This design comes from an exercise in tuning for small area on the open sky130 flow, not from production work.
Only simulation tests tie the RTL to the original design; equivalence was not proved.
No driver is modelled on the clock port, so clock power and skew are understated where the tree is cut down; a real chip needs a root buffer or a tree.
No activity file was given, so power comes from the tool's default toggle rates.

## top
module top(input clk, rst_raw, up, left, right, down,
           input [15:0] switches, output dp, a, b, c, d, e, f, g,
           output [3:0] anode, output load_done, output reg fsm_done);
Size: roughly 500 cells after synthesis, ~110 flip-flops, roughly 36 I/O pins, about 5100 µm² of cells after synthesis.
==> module top, before the edit <==
module top(input clk, rst_raw, up, left, right, down,
           input [15:0] switches, output dp, a, b, c, d, e, f, g,
           output [3:0] anode, output load_done, output reg fsm_done);
    wire up_clean, left_clean, rst, right_clean, down_clean;
    debouncer udb(.clk(clk), .raw(up),      .clean(up_clean));
    debouncer ldb(.clk(clk), .raw(left),    .clean(left_clean));
    debouncer cdb(.clk(clk), .raw(rst_raw), .clean(rst));
    debouncer rdb(.clk(clk), .raw(right),   .clean(right_clean));
    debouncer ddb(.clk(clk), .raw(down),    .clean(down_clean));
    reg b_up, b_left, b_right, b_down;
    always @(posedge clk) begin
        b_up    <= up_clean    & ~rst;
        b_left  <= left_clean  & ~rst;
        b_right <= right_clean & ~rst;
        b_down  <= down_clean  & ~rst;
    end
    wire any_btn = b_up | b_left | b_right | b_down;
    reg [5:0] cnt;
    wire ld = |cnt[5:3];
    assign load_done = ld;
    localparam IDLE = 2'd0, READ = 2'd1, CONV = 2'd3, DISP = 2'd2;
    reg [1:0] ps;
    wire conv = (ps == CONV);
    wire c4849 = (cnt[5:1] == 5'b11000);
    always @(posedge clk) begin
        if (rst)
            cnt <= 6'd0;
        else if (!ld)
            cnt <= cnt + {5'd0, b_left};
        else if (!fsm_done) begin
            if (!(cnt == 6'd10 && !b_right))
                cnt <= cnt + 6'd1;
        end else if (c4849)
            cnt <= conv ? 6'd24 : 6'd49;
        else
            cnt <= cnt + 6'd1;
    end
    always @(posedge clk) begin
        if (rst)
            fsm_done <= 1'b0;
        else if (cnt == 6'd46)
            fsm_done <= 1'b1;
    end
    reg [15:0] mat;
    integer k;
    always @(posedge clk) begin
        for (k = 0; k < 8; k = k + 1)
            if (cnt == k)
                mat[15-2*k -: 2] <= switches[15-2*k -: 2];
    end
    always @(posedge clk) begin
        if (rst)
            ps <= IDLE;
        else case (ps)
            IDLE: if (fsm_done && !cnt[0]) ps <= READ;
            READ: ps <= CONV;
            CONV: if (cnt == 6'd48) ps <= DISP;
            DISP: if (any_btn) ps <= READ;
        endcase
    end
    reg [2:0] sel, cap, shown;    
    always @(posedge clk) begin
        if (rst) begin
            sel <= 3'd0;
            cap <= 3'd0;
            shown <= 3'd0;
        end else begin
            if (ps == READ && any_btn)
                sel <= {1'b1, ~(b_up | b_left), ~b_up & (b_left | ~b_right)};
            if (conv && c4849)
                cap <= sel;
            if (cnt == 6'd48)
                shown <= cap;
        end
    end
    reg [11:0] acnt;
    always @(posedge clk) begin
        if (rst)
            acnt <= 12'd0;
        else
            acnt <= acnt + 12'd1;
    end
    assign anode = (acnt[11:10] == 2'd0) ? 4'b1110 :
                   (acnt[11:10] == 2'd1) ? 4'b0111 :
                   (acnt[11:10] == 2'd2) ? 4'b1011 : 4'b1101;
    wire [1:0] pidx = acnt[11:10] - {1'b0, (acnt[9:0] == 10'd0)};
    wire [1:0] a1 = shown[1] ? mat[11:10] : mat[15:14];
    wire [1:0] a2 = shown[1] ? mat[9:8]   : mat[13:12];
    wire [1:0] b1 = shown[0] ? mat[5:4]   : mat[7:6];
    wire [1:0] b2 = shown[0] ? mat[1:0]   : mat[3:2];
    wire [4:0] val = shown[2] ? (a1 * b1 + a2 * b2) : 5'd0;
    wire tens = (val >= 5'd10);
    wire [3:0] ones = tens ? val - 5'd10 : val[3:0];
    wire [3:0] num = (pidx == 2'd0) ? ones : (pidx == 2'd3) ? {3'b000, tens} : 4'd0;
    reg [6:0] seg;
    always @(*) begin
        case (num)
            4'd0: seg = 7'b0000001;
            4'd1: seg = 7'b1001111;
            4'd2: seg = 7'b0010010;
            4'd3: seg = 7'b0000110;
            4'd4: seg = 7'b1001100;
            4'd5: seg = 7'b0100100;
            4'd6: seg = 7'b0100000;
            4'd7: seg = 7'b0001111;
            4'd8: seg = 7'b0000000;
            4'd9: seg = 7'b0001100;
            default: seg = 7'b1111111;
        endcase
    end
    assign {a, b, c, d, e, f, g} = seg;
    assign dp = 1'b1;
endmodule
==> module debouncer, before the edit <==
module debouncer(input raw, input clk, output reg clean);
    reg [9:0] q;
    wire z8 = ~|q[8:1];
    wire a9 = &q[9:1];                        
    wire fu = q[9] ^ q[6] ^ (z8 & ~q[0]);     
    wire fd = q[0] ^ q[7] ^ (z8 & ~q[9]);     
    wire hold0 = a9 & (q[0] ~^ raw);          
    always @(posedge clk) begin
        q[9:1] <= raw ? q[8:0] : {fd, q[9:2]};
        q[0] <= hold0 ? q[0] : (raw ? fu : q[1]);
        if (a9) clean <= q[0];
    end
endmodule
clock: 10.0 ns
lec_check: 0
cap_margin: 20
core_margin: 2
core_utilization: 40
slew_margin: 20
run.sh (not shown) runs the stock make flow with config.mk's settings and CLKGATE_MAP_FILE= SYNTH_SCRIPT=/design/flow/synth_recipe.tcl, a recipe that flattens the netlist after the stock synthesis.
Edit:
==> flow/design.v (replaced) <==
module top(input clk, rst_raw, up, left, right, down,
           input [15:0] switches, output dp, a, b, c, d, e, f, g,
           output [3:0] anode, output load_done, output fsm_done);
    wire up_clean, left_clean, rst, right_clean, down_clean;
    debouncer udb(.clk(clk), .raw(up),      .clean(up_clean));
    debouncer ldb(.clk(clk), .raw(left),    .clean(left_clean));
    debouncer cdb(.clk(clk), .raw(rst_raw), .clean(rst));
    debouncer rdb(.clk(clk), .raw(right),   .clean(right_clean));
    debouncer ddb(.clk(clk), .raw(down),    .clean(down_clean));
    reg b_up, b_left, b_right, b_down;
    always @(posedge clk) begin
        b_up    <= up_clean    & ~rst;
        b_left  <= left_clean  & ~rst;
        b_right <= right_clean & ~rst;
        b_down  <= down_clean  & ~rst;
    end
    wire any_btn = b_up | b_left | b_right | b_down;
    localparam IDLE = 2'd0, READ = 2'd1, CONV = 2'd3, DISP = 2'd2;
    reg [1:0] ps;
    wire conv = (ps == CONV);
    reg [5:0] cnt;
    wire ld = |cnt[5:3];
    wire c48 = (cnt == 6'd48);
    wire c4849 = (cnt[5:1] == 5'b11000);
    wire fd = (ps != IDLE) | c48 | (cnt == 6'd47);
    assign load_done = ld;
    assign fsm_done = fd;
    always @(posedge clk) begin
        if (rst)
            cnt <= 6'd0;
        else if (!ld)
            cnt <= cnt + {5'd0, b_left};
        else if (!fd) begin
            if (!(cnt == 6'd10 && !b_right))
                cnt <= cnt + 6'd1;
        end else if (c4849)
            cnt <= conv ? 6'd24 : 6'd49;
        else
            cnt <= cnt + 6'd1;
    end
    reg [15:0] mat;
    integer k;
    always @(posedge clk) begin
        for (k = 0; k < 8; k = k + 1)
            if (cnt == k)
                mat[15-2*k -: 2] <= switches[15-2*k -: 2];
    end
    always @(posedge clk) begin
        if (rst)
            ps <= IDLE;
        else case (ps)
            IDLE: if (c48) ps <= READ;
            READ: ps <= CONV;
            CONV: if (c48) ps <= DISP;
            DISP: if (any_btn) ps <= READ;
        endcase
    end
    reg [2:0] sel, cap, shown;    
    always @(posedge clk) begin
        if (rst) begin
            sel <= 3'd0;
            cap <= 3'd0;
            shown <= 3'd0;
        end else begin
            if (ps == READ && any_btn)
                sel <= {1'b1, ~(b_up | b_left), ~b_up & (b_left | ~b_right)};
            if (conv && c4849)
                cap <= sel;
            if (c48)
                shown <= cap;
        end
    end
    reg [9:0] lo;
    reg [1:0] hi;
    wire lz = ~|lo[8:0];
    wire lo_first = lz & ~lo[9];
    wire lo_last = lz & lo[9];
    always @(posedge clk) begin
        lo <= {lo[8:0], (lo[9] ^ lo[6] ^ lz) & ~rst};
        if (rst)
            hi <= 2'd0;
        else
            hi <= hi + {1'b0, lo_last};
    end
    assign anode = (hi == 2'd0) ? 4'b1110 :
                   (hi == 2'd1) ? 4'b0111 :
                   (hi == 2'd2) ? 4'b1011 : 4'b1101;
    wire [1:0] pidx = hi - {1'b0, lo_first};
    wire [1:0] a1 = shown[1] ? mat[11:10] : mat[15:14];
    wire [1:0] a2 = shown[1] ? mat[9:8]   : mat[13:12];
    wire [1:0] b1 = shown[0] ? mat[5:4]   : mat[7:6];
    wire [1:0] b2 = shown[0] ? mat[1:0]   : mat[3:2];
    wire [4:0] val = shown[2] ? (a1 * b1 + a2 * b2) : 5'd0;
    wire tens = (val >= 5'd10);
    wire [3:0] ones = tens ? val - 5'd10 : val[3:0];
    wire [3:0] num = (pidx == 2'd0) ? ones : (pidx == 2'd3) ? {3'b000, tens} : 4'd0;
    reg [6:0] seg;
    always @(*) begin
        case (num)
            4'd0: seg = 7'b0000001;
            4'd1: seg = 7'b1001111;
            4'd2: seg = 7'b0010010;
            4'd3: seg = 7'b0000110;
            4'd4: seg = 7'b1001100;
            4'd5: seg = 7'b0100100;
            4'd6: seg = 7'b0100000;
            4'd7: seg = 7'b0001111;
            4'd8: seg = 7'b0000000;
            4'd9: seg = 7'b0001100;
            default: seg = 7'b1111111;
        endcase
    end
    assign {a, b, c, d, e, f, g} = seg;
    assign dp = 1'b1;
endmodule
module debouncer(input raw, input clk, output reg clean);
    reg [9:0] q;
    wire z8 = ~|q[8:1];
    wire z9 = z8 & ~q[9];                     
    wire fu = q[9] ^ q[6] ^ (z8 & ~q[0]);     
    wire fd = q[0] ^ q[7] ^ z9;               
    wire hold0 = z9 & (q[0] ^ raw);           
    always @(posedge clk) begin
        q[9:1] <= raw ? q[8:0] : {fd, q[9:2]};
        q[0] <= hold0 ? q[0] : (raw ? fu : q[1]);
        if (z9) clean <= ~q[0];
    end
endmodule
Count of clock-buffer cells in the layout does not change. Setup slack loses 0.78 ns. Clock skew drops by 0.0041 ns. Routed wire length drops by about a fifth. Utilization climbs by 0.53 points.


raven:
Another version of the RTL of top (not shown whole).
Size in the first run: roughly 390 cells after synthesis, ~100 flip-flops.
==> module top, before the edit <==
module top(input clk, rst_raw, up, left, right, down,
           input [15:0] switches, output dp, a, b, c, d, e, f, g,
           output [3:0] anode, output load_done, output fsm_done);
    wire up_clean, left_clean, rst, right_clean, down_clean;
    debouncer udb(.clk(clk), .raw(up),      .clean(up_clean));
    debouncer ldb(.clk(clk), .raw(left),    .clean(left_clean));
    debouncer cdb(.clk(clk), .raw(rst_raw), .clean(rst));
    debouncer rdb(.clk(clk), .raw(right),   .clean(right_clean));
    debouncer ddb(.clk(clk), .raw(down),    .clean(down_clean));
    reg b_up, b_left, b_right, b_down;
    always @(posedge clk) begin
        b_up    <= up_clean;
        b_left  <= left_clean  & ~rst;
        b_right <= right_clean;
        b_down  <= down_clean;
    end
    wire any_btn = b_up | b_left | b_right | b_down;
    localparam IDLE = 2'd0, READ = 2'd1, CONV = 2'd3, DISP = 2'd2;
    reg [1:0] ps;
    wire conv = (ps == CONV);
    reg [5:0] cnt;
    wire ld = |cnt[5:3];
    wire c48 = (cnt == 6'd48);
    wire c4849 = (cnt[5:1] == 5'b11000);
    wire fd = (ps != IDLE) | c48 | (cnt == 6'd47);
    assign load_done = ld;
    assign fsm_done = fd;
    always @(posedge clk) begin
        if (rst)
            cnt <= 6'd0;
        else if (!ld)
            cnt <= cnt + {5'd0, b_left};
        else if (!fd) begin
            if (!(cnt == 6'd10 && !b_right))
                cnt <= cnt + 6'd1;
        end else if (c4849)
            cnt <= conv ? 6'd24 : 6'd49;
        else
            cnt <= cnt + 6'd1;
    end
    reg [15:0] mat;
    integer k;
    always @(posedge clk) begin
        for (k = 0; k < 8; k = k + 1)
            if (cnt == k)
                mat[15-2*k -: 2] <= switches[15-2*k -: 2];
    end
    always @(posedge clk) begin
        if (rst)
            ps <= IDLE;
        else case (ps)
            IDLE: if (c48) ps <= READ;
            READ: ps <= CONV;
            CONV: if (c48) ps <= DISP;
            DISP: if (any_btn) ps <= READ;
        endcase
    end
    reg [2:0] sel, cap, shown;
    wire pick = (ps == READ) && any_btn;
    wire start = conv && c4849;
    always @(posedge clk) begin
        if (rst) begin
            sel[2] <= 1'b0;
            cap[2] <= 1'b0;
            shown[2] <= 1'b0;
        end else begin
            if (pick) sel[2] <= 1'b1;
            if (start) cap[2] <= sel[2];
            if (c48) shown[2] <= cap[2];
        end
        if (pick) sel[1:0] <= {~(b_up | b_left), ~b_up & (b_left | ~b_right)};
        if (start) cap[1:0] <= sel[1:0];
        if (c48) shown[1:0] <= cap[1:0];
    end
    reg [9:0] lo;
    reg [1:0] hi;
    wire lz = ~|lo[8:0];
    wire lo_first = lz & ~lo[9];
    wire lo_last = lz & lo[9];
    always @(posedge clk) begin
        lo <= {lo[8:0], (lo[9] ^ lo[6] ^ lz) & ~rst};
        if (rst)
            hi <= 2'd0;
        else
            hi <= hi + {1'b0, lo_last};
    end
    assign anode = (hi == 2'd0) ? 4'b1110 :
                   (hi == 2'd1) ? 4'b0111 :
                   (hi == 2'd2) ? 4'b1011 : 4'b1101;
    wire [1:0] pidx = hi - {1'b0, lo_first};
    wire [1:0] a1 = shown[1] ? mat[11:10] : mat[15:14];
    wire [1:0] a2 = shown[1] ? mat[9:8]   : mat[13:12];
    wire [1:0] b1 = shown[0] ? mat[5:4]   : mat[7:6];
    wire [1:0] b2 = shown[0] ? mat[1:0]   : mat[3:2];
    wire [4:0] val = shown[2] ? (a1 * b1 + a2 * b2) : 5'd0;
    wire tens = (val >= 5'd10);
    wire [3:0] ones = tens ? val - 5'd10 : val[3:0];
    wire [3:0] num = (pidx == 2'd0) ? ones : (pidx == 2'd3) ? {3'b000, tens} : 4'd0;
    reg [6:0] seg;
    always @(*) begin
        case (num)
            4'd0: seg = 7'b0000001;
            4'd1: seg = 7'b1001111;
            4'd2: seg = 7'b0010010;
            4'd3: seg = 7'b0000110;
            4'd4: seg = 7'b1001100;
            4'd5: seg = 7'b0100100;
            4'd6: seg = 7'b0100000;
            4'd7: seg = 7'b0001111;
            4'd8: seg = 7'b0000000;
            4'd9: seg = 7'b0001100;
            default: seg = 7'b1111111;
        endcase
    end
    assign {a, b, c, d, e, f, g} = seg;
    assign dp = 1'b1;
endmodule
==> module debouncer, before the edit <==
module debouncer(input raw, input clk, output reg clean);
    localparam [9:0] INV = 10'b1010101010;
    reg [9:0] s;
    wire [9:0] q = s ^ INV;
    wire z8 = ~|q[8:1];
    wire z9 = z8 & ~q[9];                     
    wire fu = q[9] ^ q[6] ^ (z8 & ~q[0]);     
    wire fd = q[0] ^ q[7] ^ z9;               
    wire hold0 = z9 & (q[0] ^ raw);           
    wire [9:0] nq = {raw ? q[8:0] : {fd, q[9:2]},
                     hold0 ? q[0] : (raw ? fu : q[1])};
    always @(posedge clk) begin
        s <= nq ^ INV;
        if (z9) clean <= ~q[0];
    end
endmodule
==> flow/config.mk <==
export PLATFORM = sky130hd
export DESIGN_NAME = top
export DESIGN_NICKNAME = top
export VERILOG_FILES = /design/flow/design.v
export SDC_FILE = /design/flow/constraint.sdc
export NUM_CORES = 4
export LEC_CHECK = 0
export CAP_MARGIN = 20
export CORE_MARGIN = 2
export CORE_UTILIZATION = 40
export SLEW_MARGIN = 20
==> flow/constraint.sdc <==
create_clock -name core_clock -period 10.0 [get_ports {clk}]
set_input_delay 2.0000 -clock core_clock [delete_from_list [all_inputs] [get_ports {clk}]]
set_output_delay 2.0000 -clock core_clock [all_outputs]
set_load 0.01 [all_outputs]
standard.sh (not shown) runs the stock make flow with config.mk's settings and CLKGATE_MAP_FILE= SYNTH_SCRIPT=/design/flow/synth_recipe.tcl, a recipe that flattens the netlist after the stock synthesis.
==> flow/flow/run.sh <==
#!/bin/bash
# Layout flow: the standard ORFS flow with
#  - synthesis as standard (same yosys synth, flop mapping and register
#    names), except that ABC maps all the logic, adders included, with an
#    area-oriented script (my_synth.tcl, abc_area.script)
#  - port buffers of the smallest buffer cell
#  - a two-level clock tree, a root buffer driving six buffers
#    (cts_hook.tcl), instead of
#    TritonCTS's H-tree
# Each tool's output goes to ORFS's own logs under orfs/logs; this script's
# and make's output goes to flow_run.log.
set -euo pipefail
HERE=$(pwd)
export MY_ABC_SCRIPT=$HERE/flow/abc_area.script
export PRE_CTS_TCL=$HERE/flow/cts_hook.tcl
export MY_CTS_BUF=sky130_fd_sc_hd__clkbuf_8
export MY_CTS_NX=3
export MY_CTS_NY=2
export MY_CTS_ROOT=sky130_fd_sc_hd__clkbuf_2
{
  bash standard.sh \
    SYNTH_SCRIPT=$HERE/flow/my_synth.tcl \
    ADDER_MAP_FILE= \
    "BUFFER_PORTS_ARGS=-buffer_cell sky130_fd_sc_hd__buf_1" \
    finish
} > flow_run.log 2>&1
Other scripts of this flow, unchanged in this note and not shown: flow/flow/abc_area.script, flow/flow/cts_hook.tcl, flow/flow/my_synth.tcl
#### Input delta (indigo over raven)
--- a/flow/design.v
+++ b/flow/design.v
@@ -7,14 +7,14 @@
     debouncer cdb(.clk(clk), .raw(rst_raw), .clean(rst));
     debouncer rdb(.clk(clk), .raw(right),   .clean(right_clean));
     debouncer ddb(.clk(clk), .raw(down),    .clean(down_clean));
-    reg b_up, b_left, b_right, b_down;
+    reg b_left, b_right, b_ud;
     always @(posedge clk) begin
-        b_up    <= up_clean;
-        b_left  <= left_clean  & ~rst;
+        b_left  <= left_clean & ~rst;
         b_right <= right_clean;
-        b_down  <= down_clean;
+        b_ud    <= up_clean | down_clean;
     end
-    wire any_btn = b_up | b_left | b_right | b_down;
+    wire any_btn = b_left | b_right | b_ud;
+    wire any_now = up_clean | left_clean | right_clean | down_clean;
     localparam IDLE = 2'd0, READ = 2'd1, CONV = 2'd3, DISP = 2'd2;
     reg [1:0] ps;
     wire conv = (ps == CONV);
@@ -56,7 +56,8 @@
         endcase
     end
     reg [2:0] sel, cap, shown;
-    wire pick = (ps == READ) && any_btn;
+    wire to_read = (ps == IDLE) ? c48 : (ps == DISP) && any_btn;
+    wire pick = to_read && any_now;
     wire start = conv && c4849;
     always @(posedge clk) begin
         if (rst) begin
@@ -68,7 +69,7 @@
             if (start) cap[2] <= sel[2];
             if (c48) shown[2] <= cap[2];
         end
-        if (pick) sel[1:0] <= {~(b_up | b_left), ~b_up & (b_left | ~b_right)};
+        if (pick) sel[1:0] <= {~(up_clean | left_clean), ~up_clean & (left_clean | ~right_clean)};
         if (start) cap[1:0] <= sel[1:0];
         if (c48) shown[1:0] <= cap[1:0];
     end
@@ -92,26 +93,27 @@
     wire [1:0] a2 = shown[1] ? mat[9:8]   : mat[13:12];
     wire [1:0] b1 = shown[0] ? mat[5:4]   : mat[7:6];
     wire [1:0] b2 = shown[0] ? mat[1:0]   : mat[3:2];
-    wire [4:0] val = shown[2] ? (a1 * b1 + a2 * b2) : 5'd0;
+    wire [4:0] val = a1 * b1 + a2 * b2;
     wire tens = (val >= 5'd10);
     wire [3:0] ones = tens ? val - 5'd10 : val[3:0];
-    wire [3:0] num = (pidx == 2'd0) ? ones : (pidx == 2'd3) ? {3'b000, tens} : 4'd0;
-    reg [6:0] seg;
+    reg [6:0] seg_ones;
     always @(*) begin
-        case (num)
-            4'd0: seg = 7'b0000001;
-            4'd1: seg = 7'b1001111;
-            4'd2: seg = 7'b0010010;
-            4'd3: seg = 7'b0000110;
-            4'd4: seg = 7'b1001100;
-            4'd5: seg = 7'b0100100;
-            4'd6: seg = 7'b0100000;
-            4'd7: seg = 7'b0001111;
-            4'd8: seg = 7'b0000000;
-            4'd9: seg = 7'b0001100;
-            default: seg = 7'b1111111;
+        case (ones)
+            4'd0: seg_ones = 7'b0000001;
+            4'd1: seg_ones = 7'b1001111;
+            4'd2: seg_ones = 7'b0010010;
+            4'd3: seg_ones = 7'b0000110;
+            4'd4: seg_ones = 7'b1001100;
+            4'd5: seg_ones = 7'b0100100;
+            4'd6: seg_ones = 7'b0100000;
+            4'd7: seg_ones = 7'b0001111;
+            4'd8: seg_ones = 7'b0000000;
+            4'd9: seg_ones = 7'b0001100;
+            default: seg_ones = 7'b1111111;    
         endcase
     end
+    wire t1 = shown[2] & (pidx == 2'd3) & tens;
+    wire [6:0] seg = (shown[2] && pidx == 2'd0) ? seg_ones : {t1, 2'b00, t1, t1, t1, 1'b1};
     assign {a, b, c, d, e, f, g} = seg;
     assign dp = 1'b1;
 endmodule
@@ -123,9 +125,8 @@
     wire z9 = z8 & ~q[9];                     
     wire fu = q[9] ^ q[6] ^ (z8 & ~q[0]);     
     wire fd = q[0] ^ q[7] ^ z9;               
-    wire hold0 = z9 & (q[0] ^ raw);           
     wire [9:0] nq = {raw ? q[8:0] : {fd, q[9:2]},
-                     hold0 ? q[0] : (raw ? fu : q[1])};
+                     raw ? (fu & ~(z9 & ~q[0])) : (q[1] | (z9 & q[0]))};
     always @(posedge clk) begin
         s <= nq ^ INV;
         if (z9) clean <= ~q[0];
==> results.txt <==
| effective utilization at floorplan | higher: raven |
Row clock period minus final worst setup slack: indigo lower / raven higher
raven fits on a die that is larger than the die of indigo.
Between indigo and raven, it is indigo whose combinational share of power is lower, by 0.6 points.
indigo leaves more setup margin than raven.
The fraction of final layout cells sized beyond drive strength 1 was comparable across raven and indigo.
On summed instance area of the synthesized netlist, the lower figure sits with indigo, not raven.
No run of this note takes its clock network from TritonCTS; it comes from the design's own scripts or RTL.

what the ideal ports hide:
Ports are ideal in the flow. The routed layouts listed here were re-timed in OpenROAD. Step 1 sets driving cells, clkbuf_16 on the clock port and buf_2 on the other inputs (assumed; they add their load-dependent delay and slew). Step 2 times the ports against the registers' clock, not the clock port: input delays grow and output delays shrink by t, the midpoint of the rising clock arrivals with the driver on. a / b / c = ideal / step 1 / step 2; a / b = the first two.
| run | t (ns) | slack for setup (ns) | latest minus earliest clock arrival (ns) | cell pins on the clock port's net |
|---|---|---|---|---|
| the first run of note 1 | 0.385 | 2.976 / 2.936 / 3.320 | 0.011 / 0.011 | 1 |
| the second run of note 1 | 0.383 | 2.193 / 2.156 / 2.538 | 0.009 / 0.009 | 1 |
| raven | 0.526 | 3.769 / 3.745 / 4.271 | 0.009 / 0.009 | 1 |
| indigo | 0.526 | 3.884 / 3.859 / 4.386 | 0.010 / 0.009 | 1 |
After both steps every run listed still meets setup and hold.
